Source: an optimization exercise on an open RTL-to-GDS flow (aim: small area). Production flows keep margins and buffers that such runs may drop. RTL that was checked went through simulation tests only; none was proved equivalent to the original. Function not checked in run 1: the RTL went through the layout flow alone. Power and IR drop assume default switching activity.

File: flow/design.v
module rgb2ycbcr(
	input                       clk,rst_n,
	input[7:0]                  rgb_r,
	input[7:0]                  rgb_g,
	input[7:0]                  rgb_b,
	input                       rgb_de,
	output[7:0]                 ycbcr_y,
	output[7:0]                 ycbcr_cb,
	output[7:0]                 ycbcr_cr,
	output reg                  ycbcr_de
);
reg [7:0] r1, g1, b1;
always @(posedge clk) begin
	r1 <= rgb_r; g1 <= rgb_g; b1 <= rgb_b;
end
reg [8:0] e1;
reg [8:0] e2;
reg [5:0] y2_q;
reg [1:0] y2_h;
reg [0:0] y2_k;
reg [7:0] y3, cb3, cr3, y4, cb4, cr4;
wire i1 = ~g1[0];
wire s2, c2;
rgb2ycbcr_ha u2 (.a(b1[0]), .b(i1), .s(s2), .co(c2));
wire i3 = ~g1[1];
wire s4, c4;
rgb2ycbcr_fa u4 (.a(b1[1]), .b(i3), .c(c2), .s(s4), .co(c4));
wire i5 = ~g1[2];
wire s6, c6;
rgb2ycbcr_fa u6 (.a(b1[2]), .b(i5), .c(c4), .s(s6), .co(c6));
wire i7 = ~g1[3];
wire s8, c8;
rgb2ycbcr_fa u8 (.a(b1[3]), .b(i7), .c(c6), .s(s8), .co(c8));
wire i9 = ~g1[4];
wire s10, c10;
rgb2ycbcr_fa u10 (.a(b1[4]), .b(i9), .c(c8), .s(s10), .co(c10));
wire i11 = ~g1[5];
wire s12, c12;
rgb2ycbcr_fa u12 (.a(b1[5]), .b(i11), .c(c10), .s(s12), .co(c12));
wire i13 = ~g1[6];
wire s14, c14;
rgb2ycbcr_fa u14 (.a(b1[6]), .b(i13), .c(c12), .s(s14), .co(c14));
wire i15 = ~g1[7];
wire s16, c16;
rgb2ycbcr_fa u16 (.a(b1[7]), .b(i15), .c(c14), .s(s16), .co(c16));
wire s17, c17;
rgb2ycbcr_ha u17 (.a(r1[0]), .b(i1), .s(s17), .co(c17));
wire s18, c18;
rgb2ycbcr_fa u18 (.a(r1[1]), .b(i3), .c(c17), .s(s18), .co(c18));
wire s19, c19;
rgb2ycbcr_fa u19 (.a(r1[2]), .b(i5), .c(c18), .s(s19), .co(c19));
wire s20, c20;
rgb2ycbcr_fa u20 (.a(r1[3]), .b(i7), .c(c19), .s(s20), .co(c20));
wire s21, c21;
rgb2ycbcr_fa u21 (.a(r1[4]), .b(i9), .c(c20), .s(s21), .co(c21));
wire s22, c22;
rgb2ycbcr_fa u22 (.a(r1[5]), .b(i11), .c(c21), .s(s22), .co(c22));
wire s23, c23;
rgb2ycbcr_fa u23 (.a(r1[6]), .b(i13), .c(c22), .s(s23), .co(c23));
wire s24, c24;
rgb2ycbcr_fa u24 (.a(r1[7]), .b(i15), .c(c23), .s(s24), .co(c24));
wire c25 = r1[0]&b1[0];
wire c26 = (r1[1]&b1[1])|(r1[1]&c25)|(b1[1]&c25);
wire c27 = (r1[2]&b1[2])|(r1[2]&c26)|(b1[2]&c26);
wire s28, c28;
rgb2ycbcr_fa u28 (.a(r1[3]), .b(b1[0]), .c(b1[3]), .s(s28), .co(c28));
wire c29 = s28&c27;
wire s30, c30;
rgb2ycbcr_fa u30 (.a(r1[4]), .b(g1[0]), .c(b1[0]), .s(s30), .co(c30));
wire s31, c31;
rgb2ycbcr_fa u31 (.a(b1[1]), .b(b1[4]), .c(c28), .s(s31), .co(c31));
wire c32 = (s30&s31)|(s30&c29)|(s31&c29);
wire s33, c33;
rgb2ycbcr_fa u33 (.a(r1[5]), .b(g1[1]), .c(b1[1]), .s(s33), .co(c33));
wire s34, c34;
rgb2ycbcr_fa u34 (.a(b1[2]), .b(b1[5]), .c(c30), .s(s34), .co(c34));
wire s35, c35;
rgb2ycbcr_fa u35 (.a(s33), .b(c31), .c(s34), .s(s35), .co(c35));
wire c36 = s35&c32;
wire s37, c37;
rgb2ycbcr_fa u37 (.a(r1[0]), .b(r1[6]), .c(g1[2]), .s(s37), .co(c37));
wire s38, c38;
rgb2ycbcr_fa u38 (.a(b1[2]), .b(b1[3]), .c(b1[6]), .s(s38), .co(c38));
wire s39, c39;
rgb2ycbcr_fa u39 (.a(c33), .b(s37), .c(s38), .s(s39), .co(c39));
wire s40, c40;
rgb2ycbcr_fa u40 (.a(c34), .b(s39), .c(c35), .s(s40), .co(c40));
wire c41 = s40&c36;
wire s42, c42;
rgb2ycbcr_xnor u42x (.a(r1[1]), .b(r1[7]), .y(s42));
rgb2ycbcr_or u42o (.a(r1[1]), .b(r1[7]), .y(c42));
wire s43, c43;
rgb2ycbcr_fa u43 (.a(g1[0]), .b(g1[3]), .c(b1[3]), .s(s43), .co(c43));
wire s44, c44;
rgb2ycbcr_fa u44 (.a(b1[4]), .b(b1[7]), .c(c37), .s(s44), .co(c44));
wire s45, c45;
rgb2ycbcr_fa u45 (.a(c38), .b(s42), .c(s43), .s(s45), .co(c45));
wire s46, c46;
rgb2ycbcr_fa u46 (.a(c39), .b(s44), .c(s45), .s(s46), .co(c46));
wire c47 = (s46&c40)|(s46&c41)|(c40&c41);
wire s48, c48;
rgb2ycbcr_fa u48 (.a(r1[2]), .b(g1[1]), .c(g1[4]), .s(s48), .co(c48));
wire s49, c49;
rgb2ycbcr_fa u49 (.a(b1[4]), .b(b1[5]), .c(c42), .s(s49), .co(c49));
wire s50, c50;
rgb2ycbcr_fa u50 (.a(c43), .b(s48), .c(c44), .s(s50), .co(c50));
wire s51, c51;
rgb2ycbcr_fa u51 (.a(c45), .b(s49), .c(s50), .s(s51), .co(c51));
wire s52, c52;
rgb2ycbcr_fa u52 (.a(c46), .b(s51), .c(c47), .s(s52), .co(c52));
wire s53, c53;
rgb2ycbcr_fa u53 (.a(r1[3]), .b(g1[2]), .c(g1[5]), .s(s53), .co(c53));
wire s54, c54;
rgb2ycbcr_fa u54 (.a(b1[5]), .b(b1[6]), .c(c48), .s(s54), .co(c54));
wire s55, c55;
rgb2ycbcr_fa u55 (.a(s53), .b(c49), .c(s54), .s(s55), .co(c55));
wire s56, c56;
rgb2ycbcr_fa u56 (.a(c50), .b(s55), .c(c51), .s(s56), .co(c56));
wire s57, c57;
rgb2ycbcr_ha u57 (.a(s56), .b(c52), .s(s57), .co(c57));
wire s58, c58;
rgb2ycbcr_fa u58 (.a(r1[4]), .b(g1[3]), .c(g1[6]), .s(s58), .co(c58));
wire s59, c59;
rgb2ycbcr_fa u59 (.a(b1[6]), .b(b1[7]), .c(c53), .s(s59), .co(c59));
wire s60, c60;
rgb2ycbcr_fa u60 (.a(s58), .b(c54), .c(s59), .s(s60), .co(c60));
wire s61, c61;
rgb2ycbcr_fa u61 (.a(c55), .b(s60), .c(c56), .s(s61), .co(c61));
wire s62, c62;
rgb2ycbcr_ha u62 (.a(s61), .b(c57), .s(s62), .co(c62));
wire s63, c63;
rgb2ycbcr_fa u63 (.a(r1[5]), .b(g1[4]), .c(g1[7]), .s(s63), .co(c63));
wire s64, c64;
rgb2ycbcr_fa u64 (.a(b1[7]), .b(c58), .c(s63), .s(s64), .co(c64));
wire s65, c65;
rgb2ycbcr_fa u65 (.a(c59), .b(s64), .c(c60), .s(s65), .co(c65));
wire s66, c66;
rgb2ycbcr_fa u66 (.a(s65), .b(c61), .c(c62), .s(s66), .co(c66));
wire s67, c67;
rgb2ycbcr_xnor u67x (.a(r1[6]), .b(g1[5]), .y(s67));
rgb2ycbcr_or u67o (.a(r1[6]), .b(g1[5]), .y(c67));
wire s68, c68;
rgb2ycbcr_fa u68 (.a(c63), .b(s67), .c(c64), .s(s68), .co(c68));
wire s69, c69;
rgb2ycbcr_fa u69 (.a(s68), .b(c65), .c(c66), .s(s69), .co(c69));
wire s70, c70;
rgb2ycbcr_fa u70 (.a(r1[7]), .b(g1[6]), .c(c67), .s(s70), .co(c70));
wire s71, c71;
rgb2ycbcr_fa u71 (.a(s70), .b(c68), .c(c69), .s(s71), .co(c71));
wire s72, c72;
rgb2ycbcr_ha u72 (.a(g1[7]), .b(c70), .s(s72), .co(c72));
wire s73, c73;
rgb2ycbcr_ha u73 (.a(y2_h[0]), .b(y2_k[0]), .s(s73), .co(c73));
wire s74, c74;
rgb2ycbcr_ha u74 (.a(y2_h[1]), .b(c73), .s(s74), .co(c74));
wire i75 = ~e2[0];
wire i76 = ~e2[1];
wire i77 = ~e2[2];
wire i78 = ~e1[0];
wire i79 = ~e2[3];
wire i80 = ~e1[1];
wire i81 = ~e2[4];
wire i82 = ~e1[2];
wire i83 = ~e2[5];
wire i84 = ~e1[3];
wire i85 = ~e2[6];
wire i86 = ~e1[4];
wire i87 = ~e2[7];
wire i88 = ~e1[5];
wire i89 = ~e2[8];
wire i90 = ~e1[6];
wire i91 = ~e1[7];
wire i92 = ~e1[8];
wire c93 = i75&i76;
wire c94 = (i76&i77)|(i76&c93)|(i77&c93);
wire s95, c95;
rgb2ycbcr_fa u95 (.a(i78), .b(i77), .c(i79), .s(s95), .co(c95));
wire c96 = s95&c94;
wire s97, c97;
rgb2ycbcr_fa u97 (.a(i80), .b(i75), .c(i79), .s(s97), .co(c97));
wire s98, c98;
rgb2ycbcr_fa u98 (.a(i81), .b(c95), .c(s97), .s(s98), .co(c98));
wire c99 = c96&s98;
wire s100, c100;
rgb2ycbcr_fa u100 (.a(i82), .b(i76), .c(i81), .s(s100), .co(c100));
wire s101, c101;
rgb2ycbcr_fa u101 (.a(i83), .b(c97), .c(s100), .s(s101), .co(c101));
wire c102 = (c98&s101)|(c98&c99)|(s101&c99);
wire s103, c103;
rgb2ycbcr_fa u103 (.a(e1[0]), .b(i84), .c(i77), .s(s103), .co(c103));
wire s104, c104;
rgb2ycbcr_fa u104 (.a(i83), .b(i85), .c(c100), .s(s104), .co(c104));
wire s105, c105;
rgb2ycbcr_fa u105 (.a(s103), .b(s104), .c(c101), .s(s105), .co(c105));
wire c106 = s105&c102;
wire s107, c107;
rgb2ycbcr_xnor u107x (.a(e1[1]), .b(i86), .y(s107));
rgb2ycbcr_or u107o (.a(e1[1]), .b(i86), .y(c107));
wire s108, c108;
rgb2ycbcr_fa u108 (.a(i79), .b(i85), .c(i87), .s(s108), .co(c108));
wire s109, c109;
rgb2ycbcr_fa u109 (.a(c103), .b(s107), .c(s108), .s(s109), .co(c109));
wire s110, c110;
rgb2ycbcr_fa u110 (.a(c104), .b(s109), .c(c105), .s(s110), .co(c110));
wire s111, c111;
rgb2ycbcr_ha u111 (.a(s110), .b(c106), .s(s111), .co(c111));
wire s112, c112;
rgb2ycbcr_xnor u112x (.a(e1[2]), .b(i88), .y(s112));
rgb2ycbcr_or u112o (.a(e1[2]), .b(i88), .y(c112));
wire s113, c113;
rgb2ycbcr_fa u113 (.a(i81), .b(i87), .c(i89), .s(s113), .co(c113));
wire s114, c114;
rgb2ycbcr_fa u114 (.a(c107), .b(c108), .c(s112), .s(s114), .co(c114));
wire s115, c115;
rgb2ycbcr_fa u115 (.a(s113), .b(c109), .c(s114), .s(s115), .co(c115));
wire s116, c116;
rgb2ycbcr_fa u116 (.a(s115), .b(c110), .c(c111), .s(s116), .co(c116));
wire s117, c117;
rgb2ycbcr_fa u117 (.a(e1[3]), .b(i90), .c(i83), .s(s117), .co(c117));
wire s118, c118;
rgb2ycbcr_fa u118 (.a(i89), .b(c112), .c(c113), .s(s118), .co(c118));
wire s119, c119;
rgb2ycbcr_fa u119 (.a(s117), .b(s118), .c(c114), .s(s119), .co(c119));
wire s120, c120;
rgb2ycbcr_fa u120 (.a(c115), .b(s119), .c(c116), .s(s120), .co(c120));
wire s121, c121;
rgb2ycbcr_xnor u121x (.a(e1[4]), .b(i91), .y(s121));
rgb2ycbcr_or u121o (.a(e1[4]), .b(i91), .y(c121));
wire s122, c122;
rgb2ycbcr_fa u122 (.a(i85), .b(c117), .c(s121), .s(s122), .co(c122));
wire s123, c123;
rgb2ycbcr_fa u123 (.a(c118), .b(s122), .c(c119), .s(s123), .co(c123));
wire s124, c124;
rgb2ycbcr_ha u124 (.a(s123), .b(c120), .s(s124), .co(c124));
wire s125, c125;
rgb2ycbcr_fa u125 (.a(e1[5]), .b(i92), .c(i87), .s(s125), .co(c125));
wire s126, c126;
rgb2ycbcr_fa u126 (.a(c121), .b(s125), .c(c122), .s(s126), .co(c126));
wire s127, c127;
rgb2ycbcr_fa u127 (.a(s126), .b(c123), .c(c124), .s(s127), .co(c127));
wire s128, c128;
rgb2ycbcr_fa u128 (.a(e1[6]), .b(i89), .c(c125), .s(s128), .co(c128));
wire s129, c129;
rgb2ycbcr_fa u129 (.a(s128), .b(c126), .c(c127), .s(s129), .co(c129));
wire s130, c130;
rgb2ycbcr_xnor u130x (.a(e1[7]), .b(c128), .y(s130));
rgb2ycbcr_or u130o (.a(e1[7]), .b(c128), .y(c130));
wire s131, c131;
rgb2ycbcr_ha u131 (.a(s130), .b(c129), .s(s131), .co(c131));
wire s132, c132;
rgb2ycbcr_xnor u132x (.a(e1[8]), .b(c130), .y(s132));
rgb2ycbcr_or u132o (.a(e1[8]), .b(c130), .y(c132));
wire s133, c133;
rgb2ycbcr_ha u133 (.a(s132), .b(c131), .s(s133), .co(c133));
wire c134 = (i75&i78)|(i75&i84)|(i78&i84);
wire s135, c135;
rgb2ycbcr_fa u135 (.a(i76), .b(i80), .c(i86), .s(s135), .co(c135));
wire c136 = c134&s135;
wire s137, c137;
rgb2ycbcr_fa u137 (.a(i77), .b(i82), .c(i88), .s(s137), .co(c137));
wire c138 = (c135&s137)|(c135&c136)|(s137&c136);
wire s139, c139;
rgb2ycbcr_fa u139 (.a(e2[0]), .b(i79), .c(i84), .s(s139), .co(c139));
wire s140, c140;
rgb2ycbcr_fa u140 (.a(i90), .b(c137), .c(s139), .s(s140), .co(c140));
wire c141 = s140&c138;
wire s142, c142;
rgb2ycbcr_xnor u142x (.a(e2[1]), .b(i81), .y(s142));
rgb2ycbcr_or u142o (.a(e2[1]), .b(i81), .y(c142));
wire s143, c143;
rgb2ycbcr_fa u143 (.a(i86), .b(i91), .c(c139), .s(s143), .co(c143));
wire s144, c144;
rgb2ycbcr_fa u144 (.a(s142), .b(s143), .c(c140), .s(s144), .co(c144));
wire s145, c145;
rgb2ycbcr_ha u145 (.a(c141), .b(s144), .s(s145), .co(c145));
wire s146, c146;
rgb2ycbcr_xnor u146x (.a(e2[2]), .b(i83), .y(s146));
rgb2ycbcr_or u146o (.a(e2[2]), .b(i83), .y(c146));
wire s147, c147;
rgb2ycbcr_fa u147 (.a(i88), .b(i92), .c(c142), .s(s147), .co(c147));
wire s148, c148;
rgb2ycbcr_fa u148 (.a(s146), .b(c143), .c(s147), .s(s148), .co(c148));
wire s149, c149;
rgb2ycbcr_fa u149 (.a(c144), .b(s148), .c(c145), .s(s149), .co(c149));
wire s150, c150;
rgb2ycbcr_xnor u150x (.a(e2[3]), .b(i85), .y(s150));
rgb2ycbcr_or u150o (.a(e2[3]), .b(i85), .y(c150));
wire s151, c151;
rgb2ycbcr_fa u151 (.a(i90), .b(c146), .c(s150), .s(s151), .co(c151));
wire s152, c152;
rgb2ycbcr_fa u152 (.a(c147), .b(s151), .c(c148), .s(s152), .co(c152));
wire s153, c153;
rgb2ycbcr_ha u153 (.a(s152), .b(c149), .s(s153), .co(c153));
wire s154, c154;
rgb2ycbcr_xnor u154x (.a(e2[4]), .b(i87), .y(s154));
rgb2ycbcr_or u154o (.a(e2[4]), .b(i87), .y(c154));
wire s155, c155;
rgb2ycbcr_fa u155 (.a(i91), .b(c150), .c(s154), .s(s155), .co(c155));
wire s156, c156;
rgb2ycbcr_fa u156 (.a(c151), .b(s155), .c(c152), .s(s156), .co(c156));
wire s157, c157;
rgb2ycbcr_ha u157 (.a(s156), .b(c153), .s(s157), .co(c157));
wire s158, c158;
rgb2ycbcr_xnor u158x (.a(e2[5]), .b(i89), .y(s158));
rgb2ycbcr_or u158o (.a(e2[5]), .b(i89), .y(c158));
wire s159, c159;
rgb2ycbcr_fa u159 (.a(i92), .b(c154), .c(s158), .s(s159), .co(c159));
wire s160, c160;
rgb2ycbcr_fa u160 (.a(c155), .b(s159), .c(c156), .s(s160), .co(c160));
wire s161, c161;
rgb2ycbcr_ha u161 (.a(c157), .b(s160), .s(s161), .co(c161));
wire s162, c162;
rgb2ycbcr_fa u162 (.a(e2[6]), .b(c158), .c(c159), .s(s162), .co(c162));
wire s163, c163;
rgb2ycbcr_fa u163 (.a(s162), .b(c160), .c(c161), .s(s163), .co(c163));
wire s164, c164;
rgb2ycbcr_xnor u164x (.a(e2[7]), .b(c162), .y(s164));
rgb2ycbcr_or u164o (.a(e2[7]), .b(c162), .y(c164));
wire s165, c165;
rgb2ycbcr_ha u165 (.a(s164), .b(c163), .s(s165), .co(c165));
wire s166, c166;
rgb2ycbcr_xnor u166x (.a(e2[8]), .b(c164), .y(s166));
rgb2ycbcr_or u166o (.a(e2[8]), .b(c164), .y(c166));
wire s167, c167;
rgb2ycbcr_ha u167 (.a(s166), .b(c165), .s(s167), .co(c167));
always @(posedge clk) begin
	e1[0] <= s2;
	e1[1] <= s4;
	e1[2] <= s6;
	e1[3] <= s8;
	e1[4] <= s10;
	e1[5] <= s12;
	e1[6] <= s14;
	e1[7] <= s16;
	e1[8] <= c16;
	e2[0] <= s17;
	e2[1] <= s18;
	e2[2] <= s19;
	e2[3] <= s20;
	e2[4] <= s21;
	e2[5] <= s22;
	e2[6] <= s23;
	e2[7] <= s24;
	e2[8] <= c24;
	y2_q[0] <= s52;
	y2_q[1] <= s57;
	y2_q[2] <= s62;
	y2_q[3] <= s66;
	y2_q[4] <= s69;
	y2_q[5] <= s71;
	y2_h[0] <= s72;
	y2_h[1] <= c72;
	y2_k[0] <= c71;
end
wire [7:0] y_d = {s74,s73,y2_q[5],y2_q[4],y2_q[3],y2_q[2],y2_q[1],y2_q[0]};
wire [7:0] cb_d = {s133,s131,s129,s127,s124,s120,s116,s111};
wire [7:0] cr_d = {s167,s165,s163,s161,s157,s153,s149,s145};
always @(posedge clk) begin
	y3 <= y_d;  cb3 <= cb_d;  cr3 <= cr_d;
	y4 <= y3;   cb4 <= cb3;   cr4 <= cr3;
end
assign ycbcr_y = y4;
assign ycbcr_cb = cb4;
assign ycbcr_cr = cr4;
reg de1, de2, de3;
always @(posedge clk or negedge rst_n) begin
	if (!rst_n) begin
		de1 <= 1'b0; de2 <= 1'b0; de3 <= 1'b0; ycbcr_de <= 1'b0;
	end else begin
		de1 <= rgb_de; de2 <= de1; de3 <= de2; ycbcr_de <= de3;
	end
end
endmodule
module rgb2ycbcr_fa(input a, input b, input c, output s, output co);
	assign s = a ^ b ^ c;
	assign co = (a & b) | (a & c) | (b & c);
endmodule
module rgb2ycbcr_ha(input a, input b, output s, output co);
	assign s = a ^ b;
	assign co = a & b;
endmodule
module rgb2ycbcr_xnor(input a, input b, output y);
	assign y = ~(a ^ b);
endmodule
module rgb2ycbcr_or(input a, input b, output y);
	assign y = a | b;
endmodule
File: flow/flow/run.sh
#!/bin/bash
# The standard layout, with two changes: each port is buffered by the
# smallest buffer cell, and the clock tree uses small buffers without dummy loads.
set -euo pipefail
export BUFFER_PORTS_ARGS="-buffer_cell sky130_fd_sc_hd__buf_1"
export CTS_ARGS='-sink_clustering_enable -repair_clock_nets -buf_list {sky130_fd_sc_hd__clkbuf_2 sky130_fd_sc_hd__clkbuf_4 sky130_fd_sc_hd__clkbuf_8} -sink_clustering_size 16 -dont_use_dummy_load'
bash standard.sh finish > standard_flow.log 2>&1
File: flow/constraint.sdc
create_clock -name core_clock -period 5.0 [get_ports {clk}]
set_input_delay 1.0000 -clock core_clock [delete_from_list [all_inputs] [get_ports {clk}]]
set_output_delay 1.0000 -clock core_clock [all_outputs]
set_load 0.01 [all_outputs]
File: flow/standard.sh
#!/bin/bash
# synth_recipe.tcl (not shown) runs the flow's synth.tcl, then flattens the netlist and writes it again
# the make line also repeats each setting of config.mk as NAME=value (left out here)
make -C /OpenROAD-flow-scripts/flow DESIGN_CONFIG=/design/flow/config.mk WORK_HOME=/design/flow/orfs CLKGATE_MAP_FILE= SYNTH_SCRIPT=/design/flow/synth_recipe.tcl "${@:-finish}"
File: flow/config.mk
export PLATFORM = sky130hd
export DESIGN_NAME = rgb2ycbcr
export DESIGN_NICKNAME = rgb2ycbcr
export VERILOG_FILES = /design/flow/design.v
export SDC_FILE = /design/flow/constraint.sdc
export NUM_CORES = 4
export LEC_CHECK = 0
export CAP_MARGIN = 20
export CORE_MARGIN = 2
export CORE_UTILIZATION = 40
export SLEW_MARGIN = 20
export SYNTH_HIERARCHICAL = 1
==> results of run 1 <==
[per-stage QoR]
step,power (uW),setup WS [ns]
after floorplan,2130,0.305
after global placement,2570,0.182
after detailed placement,2590,0.0771
after CTS,3020,0.0590
after global routing,3290,0.0246
final,2930,0.212
[flip-flops by register name, summed over array words and instances (netlist names), 2 cells and up]
register  flops
b1            8
g1            8
cr4           8
cb3           8
e2            9
e1            9
cb4           8
y2_q          6
cr3           8
r1            8
y4            8
y2_h          2
y3            8
[Yosys stat by module (local to each module, per instance)]
module / area (sq um) / cells / times used / flip-flops and latches
rgb2ycbcr_fa: 20.0 / 1 / 92 / 0
rgb2ycbcr: 2320 / 150 / 1 / 103
rgb2ycbcr_xnor: 8.76 / 1 / 14 / 0
rgb2ycbcr_ha: 12.5 / 1 / 17 / 0
rgb2ycbcr_or: 6.26 / 1 / 12 / 0
[layer usage]
metal | track usage | vias up | share of wire
met5 | 0 | - | 0
met4 | 0.0550 | 0 | 0.015
met3 | 0.0454 | 9 | 0.044
met2 | 0.241 | 48 | 0.53
met1 | 0.168 | 1119 | 0.41
li1 | - | 1011 | -
[worst max-delay path, stage by stage (launching register included)]
cell	delay [ns]
dfxtp_4	0.37
fa_1	0.43
fa_1	0.47
fa_2	0.36
fa_1	0.49
o2111ai_2	0.09
a211o_1	0.14
nand3_2	0.07
maj3_2	0.32
fa_1	0.38
ha_1	0.20
ha_1	0.19
fa_1	0.39
fa_2	0.35
fa_1	0.42
[logic make-up after synthesis]
family,synth area share
adders and majority gates,0.451
AOI/OAI and AO/OA,0.0191
buffers and inverters,0.0230
DFF,0.455
xor gates and xnor gates,0.0268
and+or+nand+nor,0.0246
[final cells by class]
cell class	instances	area share
Clock buffer	9	0.0240
Tap cell	143	0.0347
Timing Repair Buffer	60	0.0502
Sequential cell	103	0.405
Inverter	28	0.0204
Multi-Input combinational cell	154	0.465
[cell usage after synthesis]
cell       number  area [sq um]
a2111oi_0       1          8.76
a211o_1         1          8.76
a211o_2         1          10.0
a21boi_0        1          7.51
a21oi_1         2          10.0
a222oi_1        1          10.0
a22oi_1         1          7.51
dfrtp_1         4           100
dfxtp_1        99          1980
fa_1           92          1840
ha_1           17           213
inv_1          28           105
maj3_2          1          11.3
nand2_1         2          7.51
nand3_2         1          10.0
nand4_1         1          6.26
nor2_1          2          7.51
nor2b_1         1          6.26
o2111ai_1       1          8.76
o211ai_1        1          7.51
o221ai_1        1          8.76
or2_1          12          75.1
xnor2_1        14           123
[power groups by stage]
stage	clock (uW)	sequential [uW]	combinational (uW)
3_3_place_gp	0	1250	1320
4_1_cts	422	1240	1360
2_1_floorplan	0	1290	849
6_report	395	1230	1310
5_1_grt	455	1260	1580
3_5_place_dp	0	1260	1340
[how the worst min path moves through the flow]
stage / to / depth (start not counted) / from
finish: y4[4] / 0 / y3[4]
global route: cb4[4] / 0 / cb3[4]
CTS: y4[4] / 0 / y3[4]
detailed placement: cr4[2] / 0 / cr3[2]
global placement: cr4[1] / 0 / cr3[1]
floorplan: cb4[0] / 0 / cb3[0]
==> impl_metrics.env, run 1 <==
export IMPL_grt_max_degree=18
export IMPL_power_share_clock=0.135
export IMPL_relSlewSlack=0.756
export IMPL_r2r_cells=14
export IMPL_hold_violations=0
export IMPL_max_clock_freq_mhz=209
export IMPL_reg2reg_slack_ns=0.21
export IMPL_dr_total_vias=2187
export IMPL_final_nets=492
export IMPL_intPower_uw=1910
export IMPL_drtAntennaViolNets=0
export IMPL_grtUsageTotal=0.142
export IMPL_crit_fanout=3
export IMPL_avgRoutedWirePerCell_um=14.7
export IMPL_diodes=0
export IMPL_multiInputGateArea_sq_um=2400
export IMPL_netlist_instances=285
export IMPL_die_y_um=111
export IMPL_synth_distinct_cells=23
export IMPL_fin_area_sq_um=5160
export IMPL_drc=0
export IMPL_fin_util=0.458
export IMPL_grt_pass1_wl_um=12900
export IMPL_die_area_sq_um=12300
export IMPL_synth_avg_cell_area_sq_um=16.1
export IMPL_place_area_sq_um=5010
export IMPL_skew_ns=0.0263
export IMPL_ys_seq_area_frac=0.455
export IMPL_pwr_share_comb=0.445
export IMPL_cp_endpoint="y2_q[5]"
export IMPL_switchingPower_uw=1020
export IMPL_finalCritPeriodShare=0.958
export IMPL_cts_inserted_buffers=9
export IMPL_endpoint_kind="flip-flop"
export IMPL_drtIter0Drc=126
export IMPL_fp_dieW_um=111
export IMPL_grt_antenna_before_repair=0
export IMPL_cts_root_buffer="clkbuf_8"
export IMPL_cts_tree="done"
export IMPL_worst_pin_slew_ns=0.356
export IMPL_clk_pin_slew_worst_paths_ns=0.10
export IMPL_dp_hpwl_um=6200
export IMPL_routed_wl_um=7300
export IMPL_min_period_ns=4.79
export IMPL_fin_setup_tns_ns=0
export IMPL_synth_seq_cells=103
export IMPL_ir_drop_mv=0.284
export IMPL_viasPerCell=4.40
export IMPL_cp_start_kind="flip-flop"
export IMPL_cts_resized_gates=0
export IMPL_grt_pass1_vias=2624
export IMPL_worstPathRequired_ns=5.26
export IMPL_ctsLongestPathBuffers=2
export IMPL_drive_above_1_share=0.0819
export IMPL_ctsHoldBuffers=0
export IMPL_gp_congestion=0.850
export IMPL_area_delta_synth_final_pct=12.7
export IMPL_cts_max_level=3
export IMPL_leakagePower_uw=0.00211
export IMPL_numPortBuffers=51
export IMPL_core_area_sq_um=11300
export IMPL_worstPathArrival_ns=5.05
export IMPL_clk_latency_ns=0.38
export IMPL_layout_common_cells="dfxtp_1, fa_1, buf_1"
export IMPL_final_setup_viol_count=0
export IMPL_rsz0062_at_grt="no"
export IMPL_start_util=0.406
export IMPL_regArea_sq_um=2090
export IMPL_drt_first_pass_iters=4
export IMPL_clock_sinks=103
export IMPL_synth_net_count=421
export IMPL_critPathKind="flip-flop to flip-flop"
export IMPL_regToRegEndpoint="y2_q[5]"
export IMPL_fp_row_count=39
export IMPL_sw_frac_of_total=0.348
export IMPL_ys_warn_count=7
export IMPL_drv_slew=0
export IMPL_hold_path_class="flip-flop to flip-flop"
export IMPL_grt_overflow=0
export IMPL_postCtsSetupBuffers=0
export IMPL_crit_start="r1[4]"
export IMPL_power_density_nw_per_um2=568
export IMPL_place_inst=488
export IMPL_cap_violations=0
export IMPL_status="complete, no violations"
export IMPL_mostFrequentLayoutCell="dfxtp_1"
export IMPL_fillCellCount=1030
export IMPL_netlist_area_sq_um=4580
export IMPL_hold_slack_ns=0.326
export IMPL_fin_cells=497
export IMPL_r2r_start="r1[4]"
export IMPL_seqPwrFrac=0.420
export IMPL_io_pins=52
==> inputs of run 2 (changes only) <==
--- a/flow/design.v
+++ b/flow/design.v
@@ -60,8 +60,10 @@
 wire s24, c24;
 rgb2ycbcr_fa u24 (.a(r1[7]), .b(i15), .c(c23), .s(s24), .co(c24));
 wire c25 = r1[0]&b1[0];
-wire c26 = (r1[1]&b1[1])|(r1[1]&c25)|(b1[1]&c25);
-wire c27 = (r1[2]&b1[2])|(r1[2]&c26)|(b1[2]&c26);
+wire c26;
+rgb2ycbcr_maj u26 (.a(r1[1]), .b(b1[1]), .c(c25), .y(c26));
+wire c27;
+rgb2ycbcr_maj u27 (.a(r1[2]), .b(b1[2]), .c(c26), .y(c27));
 wire s28, c28;
 rgb2ycbcr_fa u28 (.a(r1[3]), .b(b1[0]), .c(b1[3]), .s(s28), .co(c28));
 wire c29 = s28&c27;
@@ -69,7 +71,8 @@
 rgb2ycbcr_fa u30 (.a(r1[4]), .b(g1[0]), .c(b1[0]), .s(s30), .co(c30));
 wire s31, c31;
 rgb2ycbcr_fa u31 (.a(b1[1]), .b(b1[4]), .c(c28), .s(s31), .co(c31));
-wire c32 = (s30&s31)|(s30&c29)|(s31&c29);
+wire c32;
+rgb2ycbcr_maj u32 (.a(s30), .b(s31), .c(c29), .y(c32));
 wire s33, c33;
 rgb2ycbcr_fa u33 (.a(r1[5]), .b(g1[1]), .c(b1[1]), .s(s33), .co(c33));
 wire s34, c34;
@@ -97,7 +100,8 @@
 rgb2ycbcr_fa u45 (.a(c38), .b(s42), .c(s43), .s(s45), .co(c45));
 wire s46, c46;
 rgb2ycbcr_fa u46 (.a(c39), .b(s44), .c(s45), .s(s46), .co(c46));
-wire c47 = (s46&c40)|(s46&c41)|(c40&c41);
+wire c47;
+rgb2ycbcr_maj u47 (.a(s46), .b(c40), .c(c41), .y(c47));
 wire s48, c48;
 rgb2ycbcr_fa u48 (.a(r1[2]), .b(g1[1]), .c(g1[4]), .s(s48), .co(c48));
 wire s49, c49;
@@ -172,7 +176,8 @@
 wire i91 = ~e1[7];
 wire i92 = ~e1[8];
 wire c93 = i75&i76;
-wire c94 = (i76&i77)|(i76&c93)|(i77&c93);
+wire c94;
+rgb2ycbcr_maj u94 (.a(i76), .b(i77), .c(c93), .y(c94));
 wire s95, c95;
 rgb2ycbcr_fa u95 (.a(i78), .b(i77), .c(i79), .s(s95), .co(c95));
 wire c96 = s95&c94;
@@ -185,7 +190,8 @@
 rgb2ycbcr_fa u100 (.a(i82), .b(i76), .c(i81), .s(s100), .co(c100));
 wire s101, c101;
 rgb2ycbcr_fa u101 (.a(i83), .b(c97), .c(s100), .s(s101), .co(c101));
-wire c102 = (c98&s101)|(c98&c99)|(s101&c99);
+wire c102;
+rgb2ycbcr_maj u102 (.a(c98), .b(s101), .c(c99), .y(c102));
 wire s103, c103;
 rgb2ycbcr_fa u103 (.a(e1[0]), .b(i84), .c(i77), .s(s103), .co(c103));
 wire s104, c104;
@@ -252,13 +258,15 @@
 rgb2ycbcr_or u132o (.a(e1[8]), .b(c130), .y(c132));
 wire s133, c133;
 rgb2ycbcr_ha u133 (.a(s132), .b(c131), .s(s133), .co(c133));
-wire c134 = (i75&i78)|(i75&i84)|(i78&i84);
+wire c134;
+rgb2ycbcr_maj u134 (.a(i75), .b(i78), .c(i84), .y(c134));
 wire s135, c135;
 rgb2ycbcr_fa u135 (.a(i76), .b(i80), .c(i86), .s(s135), .co(c135));
 wire c136 = c134&s135;
 wire s137, c137;
 rgb2ycbcr_fa u137 (.a(i77), .b(i82), .c(i88), .s(s137), .co(c137));
-wire c138 = (c135&s137)|(c135&c136)|(s137&c136);
+wire c138;
+rgb2ycbcr_maj u138 (.a(c135), .b(s137), .c(c136), .y(c138));
 wire s139, c139;
 rgb2ycbcr_fa u139 (.a(e2[0]), .b(i79), .c(i84), .s(s139), .co(c139));
 wire s140, c140;
@@ -379,6 +387,9 @@
 	assign s = a ^ b;
 	assign co = a & b;
 endmodule
+module rgb2ycbcr_maj(input a, input b, input c, output y);
+	assign y = (a & b) | (a & c) | (b & c);
+endmodule
 module rgb2ycbcr_xnor(input a, input b, output y);
 	assign y = ~(a ^ b);
 endmodule
--- a/flow/config.mk
+++ b/flow/config.mk
@@ -8,5 +8,6 @@
 export CAP_MARGIN = 20
 export CORE_MARGIN = 2
 export CORE_UTILIZATION = 40
+export GPL_TIMING_DRIVEN = 0
 export SLEW_MARGIN = 20
 export SYNTH_HIERARCHICAL = 1
==> impl_metrics.env, run 2 <==
export IMPL_status="complete, no violations"
export IMPL_synth_edff_count=0
export IMPL_grt_max_degree=17
export IMPL_switchingPower_uw=989
export IMPL_power_share_clock=0.137
export IMPL_rsz0062_at_grt="no"
export IMPL_synth_simple_area_share=0.0268
export IMPL_cts_root_buffer="clkbuf_8"
export IMPL_die_y_um=111
export IMPL_worst_pin_slew_ns=0.343
export IMPL_synthXorXnorAreaFrac=0.0268
export IMPL_clock_sinks=103
export IMPL_start_util=0.405
export IMPL_synth_avg_cell_area_sq_um=16.3
export IMPL_max_clock_freq_mhz=208
export IMPL_synth_top_family_by_area="adder cells"
export IMPL_core_area_sq_um=11300
export IMPL_grt_antenna_before_repair=0
export IMPL_die_area_sq_um=12300
export IMPL_hold_slack_ns=0.319
export IMPL_seqPwrFrac=0.428
export IMPL_async_reset_ff_frac=0.0388
export IMPL_ir_drop_mv=0.278
export IMPL_viasPerCell=4.32
export IMPL_synth_net_count=416
export IMPL_grt_pass1_vias=2511
export IMPL_reg_top3="e1 x9, e2 x9"
export IMPL_cts_max_level=3
export IMPL_clk_pin_slew_worst_paths_ns=0.09
export IMPL_drc=0
export IMPL_synth_top_area_frac=0.434
export IMPL_ys_warn_count=7
export IMPL_ctsLongestPathBuffers=2
export IMPL_gp_congestion=0.825
export IMPL_fp_dieW_um=111
export IMPL_crit_fanout=5
export IMPL_postCtsSetupBuffers=0
export IMPL_final_setup_viol_count=0
export IMPL_sw_frac_of_total=0.344
export IMPL_ctsHoldBuffers=0
export IMPL_drtIter0Drc=38
export IMPL_grt_overflow=0
export IMPL_io_pins=52
export IMPL_mostFrequentLayoutCell="dfxtp_1"
export IMPL_fin_util=0.449
export IMPL_layout_common_cells="dfxtp_1, fa_1, buf_1"
export IMPL_critPathKind="flip-flop to flip-flop"
export IMPL_synth_seq_cells=103
export IMPL_pwr_share_comb=0.435
export IMPL_power_density_nw_per_um2=568
export IMPL_synth_distinct_cells=11
export IMPL_cp_start_kind="flip-flop"
export IMPL_skew_ns=0.0199
export IMPL_leakagePower_uw=0.00206
export IMPL_synth_most_common_cell="dfxtp_1"
export IMPL_area_delta_synth_final_pct=10.8
export IMPL_endpoint_kind="flip-flop"
export IMPL_grt_pass1_wl_um=12200
export IMPL_avgRoutedWirePerCell_um=13.8
export IMPL_diodes=0
export IMPL_dp_hpwl_um=5550
export IMPL_numPortBuffers=51
export IMPL_worstPathArrival_ns=5.06
export IMPL_cap_violations=0
export IMPL_synthTopCellsByCount="dfxtp_1, fa_1, inv_1"
export IMPL_drv_slew=0
export IMPL_drt_first_pass_iters=4
export IMPL_synthTopCellsByArea="dfxtp_1, fa_1, ha_1, xnor2_1, dfrtp_1"
export IMPL_min_period_ns=4.80
export IMPL_synth_compound_area_frac=0
export IMPL_cts_inserted_buffers=9
export IMPL_final_nets=478
export IMPL_clk_latency_ns=0.37
export IMPL_worstPathRequired_ns=5.26
export IMPL_synth_fa_ha_area_frac=0.469
export IMPL_drive_above_1_share=0.0559
export IMPL_hold_violations=0
export IMPL_finalCritPeriodShare=0.961
export IMPL_fp_row_count=39
export IMPL_fin_setup_tns_ns=0
export IMPL_drtAntennaViolNets=0
export IMPL_netlist_instances=280
export IMPL_cts_tree="done"
export IMPL_fillCellCount=1035
export IMPL_relSlewSlack=0.771
export IMPL_synth_largest_area_cell="dfxtp_1"
export IMPL_intPower_uw=1890
export IMPL_grtUsageTotal=0.130
export IMPL_hold_path_class="flip-flop to flip-flop"
export IMPL_dr_total_vias=2088
export IMPL_synthMuxAreaShare=0
export IMPL_routed_wl_um=6690
export IMPL_netlist_area_sq_um=4570
export IMPL_ys_seq_area_frac=0.456
export IMPL_synth_flop_cell="dfxtp_1"
## run 2: critical path, stage by stage, from the launching register on
cell	delay (ns)
dfxtp_1	0.41
inv_2	0.11
fa_1	0.40
fa_1	0.47
fa_1	0.42
fa_1	0.44
ha_1	0.23
fa_1	0.40
fa_1	0.38
ha_1	0.20
fa_1	0.38
fa_1	0.38
ha_1	0.19
ha_1	0.27
## run 2: layer usage
| metal | vias to the layer above | wire (um) | share of wire | GRT usage |
|---|---|---|---|---|
| met5 | - | 0 | 0 | 0 |
| met4 | 0 | 177 | 0.026 | 0.0700 |
| met3 | 12 | 251 | 0.038 | 0.0279 |
| met2 | 43 | 3390 | 0.51 | 0.215 |
| met1 | 1075 | 2870 | 0.43 | 0.162 |
| li1 | 958 | - | - | - |
## run 2: cells by family (layout without fill, tap and decap cells)
logic type,after synthesis,after routing
DFF,103,103
buffers and inverters,26,86
and+or+nand+nor,20,20
adders and majority gates,117,117
xor gates and xnor gates,14,14
## run 2: power by group through the flow
stage | clock network [uW] | registers [uW] | logic [uW]
6_report | 395 | 1230 | 1250
5_1_grt | 449 | 1260 | 1510
4_1_cts | 420 | 1240 | 1310
3_5_place_dp | 0 | 1250 | 1280
3_3_place_gp | 0 | 1250 | 1270
2_1_floorplan | 0 | 1280 | 835
## run 2: final cells by class
type | instances | area, sq um | area share
multi-input cells | 151 | 2390 | 0.472
flip-flops and latches | 103 | 2080 | 0.411
repair buffers | 51 | 191 | 0.0378
well taps | 143 | 179 | 0.0353
clock buffers | 9 | 124 | 0.0245
inverters | 26 | 97.6 | 0.0193
## run 2: worst paths after layout
check | start | to | slack [ns] | cells after the start
worst min register to register | y3[4] | y4[4] | 0.32 | 0
max in group asynchronous | rst_n | de1 | 4.38 | 1
worst min-delay path | y3[4] | y4[4] | 0.32 | 0
min in group asynchronous | rst_n | de3 | 0.45 | 1
worst max register to register | e2[4] | cb3[7] | 0.20 | 13
worst max-delay path | e2[4] | cb3[7] | 0.20 | 13
## run 2: per-module statistics from Yosys (local to each module, per instance)
module | flops+latches | cells inside
rgb2ycbcr_or | 0 | 1
rgb2ycbcr_maj | 0 | 1
rgb2ycbcr | 103 | 137
rgb2ycbcr_fa | 0 | 1
rgb2ycbcr_ha | 0 | 1
rgb2ycbcr_xnor | 0 | 1
## run 2: repair_timing
| action | in CTS | in global routing |
|---|---|---|
| resized for setup | 0 | 2 |
| endpoints found under the hold margin | 0 | 0 |
| endpoints found under the setup margin | 0 | 1 |
## run 2: per-stage QoR
step | std cells | total power, uW | cell area, sq um | setup WS (ns)
floorplan | 280 | 2120 | 4570 | 0.415
global placement | 474 | 2520 | 4940 | 0.121
detailed placement | 474 | 2530 | 4940 | 0.108
CTS | 483 | 2960 | 5060 | 0.0849
global route | 483 | 3230 | 5060 | 0.0154
finish | 483 | 2880 | 5060 | 0.197
==> inputs of run 3 (changes only) <==
--- a/flow/config.mk
+++ b/flow/config.mk
@@ -8,6 +8,5 @@
 export CAP_MARGIN = 20
 export CORE_MARGIN = 2
 export CORE_UTILIZATION = 40
-export GPL_TIMING_DRIVEN = 0
 export SLEW_MARGIN = 20
 export SYNTH_HIERARCHICAL = 1
==> impl_metrics.env, run 3 <==
export IMPL_status="complete, no violations"
export IMPL_layout_common_cells="dfxtp_1, fa_1, buf_1"
export IMPL_ys_seq_area_frac=0.456
export IMPL_worstPathArrival_ns=5.03
export IMPL_ctsLongestPathBuffers=2
export IMPL_synth_distinct_cells=11
export IMPL_critPathKind="flip-flop to flip-flop"
export IMPL_grt_pass1_vias=2619
export IMPL_hold_violations=0
export IMPL_cp_common_cell="fa_1"
export IMPL_finalCritPeriodShare=0.954
export IMPL_ys_warn_count=7
export IMPL_max_clock_freq_mhz=210
export IMPL_use_met1=0.146
export IMPL_cp_start_kind="flip-flop"
export IMPL_endpoint_kind="flip-flop"
export IMPL_final_setup_viol_count=0
export IMPL_min_period_ns=4.77
export IMPL_grt_pass1_wl_um=12300
export IMPL_worstPathRequired_ns=5.26
export IMPL_clk_latency_ns=0.37
export IMPL_async_reset_ff_frac=0.0388
export IMPL_die_y_um=111
export IMPL_timing_critical_path_buf_inv=1
export IMPL_skew_ns=0.0244
export IMPL_reg_top3="e1 x9, e2 x9"
export IMPL_crit_fanout=4
export IMPL_rsz0062_at_grt="no"
export IMPL_crit_family="adder cells"
export IMPL_dr_total_vias=2099
export IMPL_synth_largest_area_cell="dfxtp_1"
export IMPL_area_delta_synth_final_pct=10.8
export IMPL_final_nets=478
export IMPL_core_area_sq_um=11300
export IMPL_die_area_sq_um=12300
export IMPL_viasPerCell=4.35
export IMPL_grtUsageTotal=0.134
export IMPL_cp_depth=13
export IMPL_top_usage_layer="met2"
export IMPL_worst_pin_slew_ns=0.328
export IMPL_fillCellCount=997
export IMPL_synthTopCellsByCount="dfxtp_1, fa_1, inv_1"
export IMPL_cts_max_level=3
export IMPL_relSlewSlack=0.781
export IMPL_fin_setup_tns_ns=0
export IMPL_ctsHoldBuffers=0
export IMPL_netlist_instances=280
export IMPL_gp_congestion=0.797
export IMPL_grt_use_met2=0.231
export IMPL_power_density_nw_per_um2=573
export IMPL_hold_path_class="flip-flop to flip-flop"
export IMPL_grt_overflow=0
export IMPL_grt_antenna_before_repair=0
export IMPL_cts_tree="done"
export IMPL_start_util=0.405
export IMPL_cts_inserted_buffers=9
export IMPL_drive_above_1_share=0.0500
export IMPL_cts_resized_gates=0
export IMPL_synth_avg_cell_area_sq_um=16.3
export IMPL_clock_sinks=103
export IMPL_diodes=0
export IMPL_fp_dieW_um=111
export IMPL_worstPathCellList="inv_1 > fa_1 > fa_1 > fa_1 > fa_1 > ha_1 > fa_1 > fa_1 > ha_1 > fa_1 > fa_1 > ha_1 > ha_1"
export IMPL_numPortBuffers=51
export IMPL_clk_pin_slew_worst_paths_ns=0.08
export IMPL_use_met3=0.0383
export IMPL_dp_hpwl_um=5880
export IMPL_hold_depth=0
export IMPL_fp_row_count=39
export IMPL_avgRoutedWirePerCell_um=14.3
export IMPL_drtAntennaViolNets=0
export IMPL_mostFrequentLayoutCell="dfxtp_1"
export IMPL_synth_most_common_cell="dfxtp_1"
export IMPL_synth_edff_count=0
export IMPL_drt_first_pass_iters=3
export IMPL_netlist_area_sq_um=4570
export IMPL_synth_flop_cell="dfxtp_1"
export IMPL_cts_root_buffer="clkbuf_8"
export IMPL_power_uw=2900
export IMPL_routed_wl_um=6910
export IMPL_drv_slew=0
export IMPL_io_pins=52
export IMPL_postCtsSetupBuffers=0
export IMPL_drc=0
export IMPL_crit_path_max_incr_delay_ns=0.46
export IMPL_synth_net_count=416
export IMPL_ir_drop_mv=0.256
export IMPL_synthTopCellsByArea="dfxtp_1, fa_1, ha_1, xnor2_1, dfrtp_1"
export IMPL_synth_top_area_frac=0.434
export IMPL_leakagePower_uw=0.00207
export IMPL_cap_violations=0
export IMPL_r2r_cells=13
export IMPL_synth_seq_cells=103
export IMPL_drtIter0Drc=66
export IMPL_slowest_stage="fa_1"
export IMPL_grt_max_degree=17
-- run 3: final timing paths --
| path | startpoint | to | slack, ns |
|---|---|---|---|
| max in group asynchronous | rst_n | de3 | 4.38 |
| min reg2reg | cr3[4] | cr4[4] | 0.32 |
| min | cr3[4] | cr4[4] | 0.32 |
| min in group asynchronous | rst_n | ycbcr_de | 0.44 |
| max reg2reg | e2[1] | cb3[7] | 0.23 |
| max | e2[1] | cb3[7] | 0.23 |
-- run 3: metrics by stage --
step | utilization | cells | area, sq um | hold WS [ns] | setup slack [ns]
finish | 0.449 | 483 | 5060 | 0.316 | 0.228
global route | 0.449 | 483 | 5060 | 0.327 | 0.0563
CTS | 0.449 | 483 | 5060 | 0.322 | 0.196
detailed placement | 0.438 | 474 | 4940 | 0.312 | 0.207
global placement | 0.438 | 474 | 4940 | 0.311 | 0.297
floorplan | - | 280 | 4570 | 0.310 | 0.415
-- run 3: cell type report --
cell class | instances | area (sq um) | share of cell area
clock buffers | 9 | 124 | 0.0245
inverters | 26 | 97.6 | 0.0193
multi-input cells | 151 | 2390 | 0.472
flip-flops and latches | 103 | 2080 | 0.411
well taps | 143 | 179 | 0.0353
repair buffers | 51 | 191 | 0.0378
-- run 3: modules after synthesis, one instance, submodules excluded --
module / cell area, sq um / copies in the design / cells inside / flops+latches
rgb2ycbcr: 2230 / 1 / 137 / 103
rgb2ycbcr_fa: 20.0 / 92 / 1 / 0
rgb2ycbcr_ha: 12.5 / 17 / 1 / 0
rgb2ycbcr_maj: 11.3 / 8 / 1 / 0
rgb2ycbcr_or: 6.26 / 12 / 1 / 0
rgb2ycbcr_xnor: 8.76 / 14 / 1 / 0
-- run 3: logic make-up after synthesis --
kind of cell | count (synthesis) | synth area share
xor+xnor | 14 | 0.0268
simple gates | 20 | 0.0268
buf+inv | 26 | 0.0214
fa+ha+maj | 117 | 0.469
flops | 103 | 0.456
-- run 3: power by group --
| group | internal [uW] | switching, uW | total [uW] |
|---|---|---|---|
| clock network | 162 | 235 | 397 |
| logic | 599 | 671 | 1270 |
| registers | 1130 | 99.3 | 1230 |
| total | 1900 | 1010 | 2900 |
-- run 3: layer usage --
metal	share of wire	vias up	wire length, um
met4	0.036	0	250
met5	0	-	0
met1	0.39	1069	2720
li1	-	960	-
met3	0.048	18	331
met2	0.52	52	3610

[re-timing with driven ports]
How much do the figures lean on ideal ports? The routed layouts below were timed once more, with nothing changed but the port constraints. Step 1 (the two cells are an assumption about what drives the block):
set clk [get_ports {clk}]
set_driving_cell -lib_cell sky130_fd_sc_hd__clkbuf_16 $clk
set_driving_cell -lib_cell sky130_fd_sc_hd__buf_2 [delete_from_list [all_inputs] $clk]
Step 2 adds t to the input delays and takes it off the output delays; t is the mean of the earliest and latest rising clock arrival at the registers after step 1. Input paths then give back, and output paths get back, about the clock's delay inside the block. Three values: ideal ports, drivers, drivers and shift; two values: the first two.
run | t, ns | setup slack, ns | worst hold slack (ns) | clock arrival spread, ns | worst register clock-pin slew, ns
run 1 | 0.395 | 0.212 / 0.212 / 0.212 | 0.326 / 0.326 / 0.326 | 0.030 / 0.030 | 0.10 / 0.10
run 2 | 0.386 | 0.197 / 0.197 / 0.197 | 0.319 / 0.319 / 0.319 | 0.020 / 0.020 | 0.09 / 0.09
run 3 | 0.393 | 0.228 / 0.228 / 0.228 | 0.316 / 0.316 / 0.316 | 0.026 / 0.026 | 0.09 / 0.09
After both steps every run listed still meets setup and hold.
